This is an optimization exercise on Yosys and OpenROAD, whose aim is small area, not a production implementation. In this exercise RTL edits were held to simulation tests only and were not proved equivalent to the original. Power is estimated from default activity; no workload was simulated.

Design multiple, start of the top module:
module multiple(
 input iClk,
 input iReset_n,
 input iChipSelect_n,
 input iWrite_n,
 input iRead_n,
 input [3:0] iAddress,
 input [31:0] iData,
 output reg [31:0] oData
 );
	reg [31:0] a, b, c, d;
	reg za, zb, zc, zd;
	reg [3:0] control;
	wire wr = ~iChipSelect_n & ~iWrite_n;
	wire rd = ~iChipSelect_n & ~iRead_n;
	always @(posedge iClk, negedge iReset_n)
		if (~iReset_n) begin
			za <= 1'b1; zb <= 1'b1; zc <= 1'b1; zd <= 1'b1;
			control <= 4'd0;
		end else if (wr) begin
			case (iAddress)
			4'd0: za <= 1'b0;
			4'd1: zb <= 1'b0;
			4'd2: zc <= 1'b0;
			4'd3: zd <= 1'b0;
			4'd4: control <= iData[3:0];
			default: ;
			endcase
		end
	reg pac;
	always @(posedge iClk)
		if (wr) begin
			case (iAddress)
			4'd0: begin a <= iData; pac <= 1'b1; end
			4'd1: begin b <= iData; pac <= 1'b0; end
			4'd2: begin c <= iData; pac <= 1'b1; end
			4'd3: begin d <= iData; pac <= 1'b0; end
			default: ;
			endcase
		end
	wire [15:0] nx = ~(pac ? a[15:0] : b[15:0]);
	wire [15:0] ny = ~(pac ? c[15:0] : d[15:0]);
	wire [31:0] m16;
	wire [7:0] m8h;
	wire [3:0] m4h;
	mul3 mul(.nx(nx), .ny(ny), .p16(m16), .p8h(m8h), .p4h(m4h));
	reg pacd;
	reg [31:0] l16, o16;
	reg [7:0] l8h, o8h;
	reg [3:0] l4h, o4h;
	wire sw = pac ^ pacd;
	always @(posedge iClk) begin
		pacd <= pac;
		l16 <= m16; l8h <= m8h; l4h <= m4h;
		if (sw) begin
			o16 <= l16; o8h <= l8h; o4h <= l4h;
		end
	end
	reg zl, zo;
	always @(posedge iClk, negedge iReset_n)
		if (~iReset_n) begin
			zl <= 1'b1; zo <= 1'b1;
		end else begin
			zl <= pac ? (za | zc) : (zb | zd);
			zo <= pac ? (zb | zd) : (za | zc);
		end
	reg hd, rn, md1, md0;
	always @(posedge iClk) begin
		hd <= control[2] & control[3] & control[1] & ~control[0];
		rn <= control[2] & control[3];
		md1 <= control[1];
		md0 <= control[0];
	end
	function [31:0] msel(input [31:0] p16, input [7:0] p8h, input [3:0] p4h,
	                     input z, input m1, input m0);
		msel = z ? 32'd0 : {p16[31:16] & {16{m1}},
		                    m0 ? (m1 ? p16[15:8] : p8h) : 8'd0,
		                    m0 ? p16[7:4] : p4h,
		                    p16[3:0]};
	endfunction
	reg [31:0] rst;
	reg vst;
	wire [31:0] res;
  ...
Size in the first run: ~300 flip-flops, roughly 73 I/O pins.
clock: 9.0 ns
lec_check: 0
cap_margin: 20
core_margin: 2
core_utilization: 40
cts_cluster_diameter: 150
cts_cluster_size: 30
place_density: 0.7
slew_margin: 20
synth_hierarchical: 1
standard.sh (not shown) runs the stock make flow with config.mk's settings and CLKGATE_MAP_FILE= SYNTH_SCRIPT=/design/flow/synth_recipe.tcl, a recipe that flattens the netlist after the stock synthesis.
==> flow/flow/run.sh <==
#!/bin/bash
# The standard layout, with the input and output port buffers made of the
# smallest buffer cell (every port still gets its own buffer).
set -euo pipefail
export BUFFER_PORTS_ARGS="-buffer_cell sky130_fd_sc_hd__buf_1"
bash standard.sh > standard_flow.log 2>&1
The baseline completed with no timing, DRC or antenna violations.
Edit:
Settings changed: CTS_CLUSTER_DIAMETER 150 to 120, CTS_CLUSTER_SIZE 30 to 26, PLACE_DENSITY 0.7 to unset.
Design area hardly moves.
Sequential share of layout area stays flat.
Total power came out higher by 2.9%.
Wire length rose by 5.6%.
Via count came out lower by 0.88%.
Worst setup slack improved by 0.12 ns.
Sequential power stays flat.
Edit:
Settings changed: CAP_MARGIN 20 to 5, CTS_CLUSTER_DIAMETER 120 to 150, CTS_CLUSTER_SIZE 26 to 30, SLEW_MARGIN 20 to 5.
Effect: Synthesized cell count is unchanged. Wire length decreases by 0.31%. Count of clock-buffer cells in the layout decreases by 4. Worst setup slack hardly moves. Final cell count hardly moves. Sequential share of layout area increases by 0.14 points. Cell area decreases by 0.35%. Non-clock buffer count does not change. Combinational power barely changes. Area after synthesis is unchanged.
Edit:
Settings changed: CAP_MARGIN 5 to 20, PLACE_DENSITY set to 0.85, SLEW_MARGIN 5 to 20.
Outcome: The changed run went through all stages and came out clean. Via count rises by 5.3%. Critical path depth grows by 1. Sequential power is about the same. Flip-flop and latch count stays the same. Synthesized cell count does not change. Wire length falls by 4.3%. Final cell count stays flat. Power falls by 1.3%. Setup slack got worse by 0.28 ns.

========
## wip/amber
Another version of the RTL of multiple (not shown whole).
For scale: roughly 1,500 cells after synthesis, roughly 300 flip-flops, roughly 73 I/O pins.
==> flow/config.mk <==
export PLATFORM = sky130hd
export DESIGN_NAME = multiple
export DESIGN_NICKNAME = multiple
export VERILOG_FILES = /design/flow/design.v
export SDC_FILE = /design/flow/constraint.sdc
export NUM_CORES = 4
export LEC_CHECK = 0
export CAP_MARGIN = 20
export CORE_MARGIN = 2
export CORE_UTILIZATION = 60
export CTS_CLUSTER_DIAMETER = 120
export CTS_CLUSTER_SIZE = 26
export PLACE_DENSITY = 0.72
export SLEW_MARGIN = 20
export SYNTH_HIERARCHICAL = 1
==> flow/constraint.sdc <==
create_clock -name core_clock -period 9.0 [get_ports {iClk}]
set_input_delay 1.8000 -clock core_clock [delete_from_list [all_inputs] [get_ports {iClk}]]
set_output_delay 1.8000 -clock core_clock [all_outputs]
set_load 0.01 [all_outputs]
run.sh (not shown) runs the stock make flow with config.mk's settings and CLKGATE_MAP_FILE= SYNTH_SCRIPT=/design/flow/synth_recipe.tcl, a recipe that flattens the netlist after the stock synthesis.
Stock flow here: none of the scripts above is used.
Inputs modified between wip/amber and wip/violet:
Settings: CTS_CLUSTER_DIAMETER: 120 -> unset; PLACE_DENSITY: 0.72 -> unset; CTS_CLUSTER_SIZE: 26 -> unset; CORE_UTILIZATION: 60 -> 40.
[summary]
The slowest cell on the critical path comes out fa_1 in one run and dfstp_2 in the other, namely in wip/violet and wip/amber respectively.
Combinational group share of total power on wip/violet is down relative to wip/amber.
Between wip/amber and wip/violet, the total routing usage reported by global routing is higher for wip/amber.
Between wip/amber and wip/violet, the flow reports global-route wire length before repair increasing by a few percent.
Share of the clock period used by the worst path after layout in wip/violet vs wip/amber: down 0.94 points
Diff wip/amber -> wip/violet | routed metal-1 wirelength | up by a little under 10%
Compared with wip/amber, in wip/violet die span in y saw an increase, part of the total power dissipated in the clock network saw an increase, switching power total saw an increase.
## Diff of input files: wip/delta against wip/violet
Settings: CTS_CLUSTER_DIAMETER now 120, previously not set; CTS_CLUSTER_SIZE now 26, previously not set.
Findings:
Per the comparison of wip/delta with wip/violet, final cell count went down 31; first-iteration DRC count went down 26; maximum clock path buffer count held; met1 track demand over resource held; worst-path maximum fanout held.
Post-synthesis simple-gate area fraction: wip/violet vs wip/delta identical
The total power number comes out lower for wip/delta vs wip/violet.
The standard cells in wip/delta occupy less silicon area than those in wip/violet do.
The run with more routed wire is wip/violet, not wip/delta.
Looking at wip/violet and wip/delta, the maximum clock frequency is a wash.
wip/delta finished every stage and its layout cleared the timing, design-rule and antenna checks.
Worst hold slack delta for wip/delta relative to wip/violet: 0.0084 ns higher
> inputs changed (wip/delta -> wip/pepper)
Settings: an added GPL_TIMING_DRIVEN of 0.
==> comparison <==
In the metrics for wip/pepper and wip/delta, the one carrying the lower buffering stage count on the worst path with inverters included is wip/delta.
Compared with wip/delta, in wip/pepper worst max-slew margin expressed relative to the limit went up, least setup slack across all paths after layout lost 0.48 ns, worst hold-check slack picked up an extra 0.0085 ns, sequential power held steady, post-route total power saw an increase.
met5 as the highest layer used for signal routing was reported by wip/delta, and met4 by wip/pepper.
wip/pepper falls short of wip/delta in final non-filler cell area.
wip/pepper ended up with a higher number of signal-net buffers in the layout than wip/delta did.

## what the ideal ports hide
The flow's constraints put no driver on any port. The routed layouts listed below were extracted and timed again, unchanged, in two steps.
Step 1: set_driving_cell puts a clkbuf_16 on iClk and a buf_2 on each other input, an assumption about the parent block.
Step 2 adds t to the input delays and takes it off the output delays; t is the mean of the earliest and latest rising clock arrival at the registers after step 1. Input paths then give back, and output paths get back, about the clock's delay inside the block.
Three values: no drivers, after step 1, after step 2; two values: the first two.
run	t, ns	slack for setup (ns)	worst hold slack (ns)	worst data-port slew with drivers (ns)
the first run of note 1	0.530	0.694 / 0.694 / 0.694	0.439 / 0.439 / 0.439	0.12
the second run of note 1	0.550	0.814 / 0.814 / 0.814	0.442 / 0.442 / 0.442	0.10
the third run of note 1	0.545	0.814 / 0.814 / 0.814	0.444 / 0.444 / 0.444	0.09
the fourth run of note 1	0.538	0.529 / 0.529 / 0.529	0.433 / 0.433 / 0.433	0.12
wip/amber	0.538	0.951 / 0.951 / 0.951	0.438 / 0.438 / 0.438	0.13
wip/violet	0.595	1.036 / 1.036 / 1.036	0.419 / 0.419 / 0.419	0.06
wip/delta	0.536	1.024 / 1.024 / 1.024	0.427 / 0.427 / 0.427	0.06
wip/pepper	0.544	0.544 / 0.544 / 0.544	0.436 / 0.436 / 0.436	0.05
After both steps every run listed still meets setup and hold.
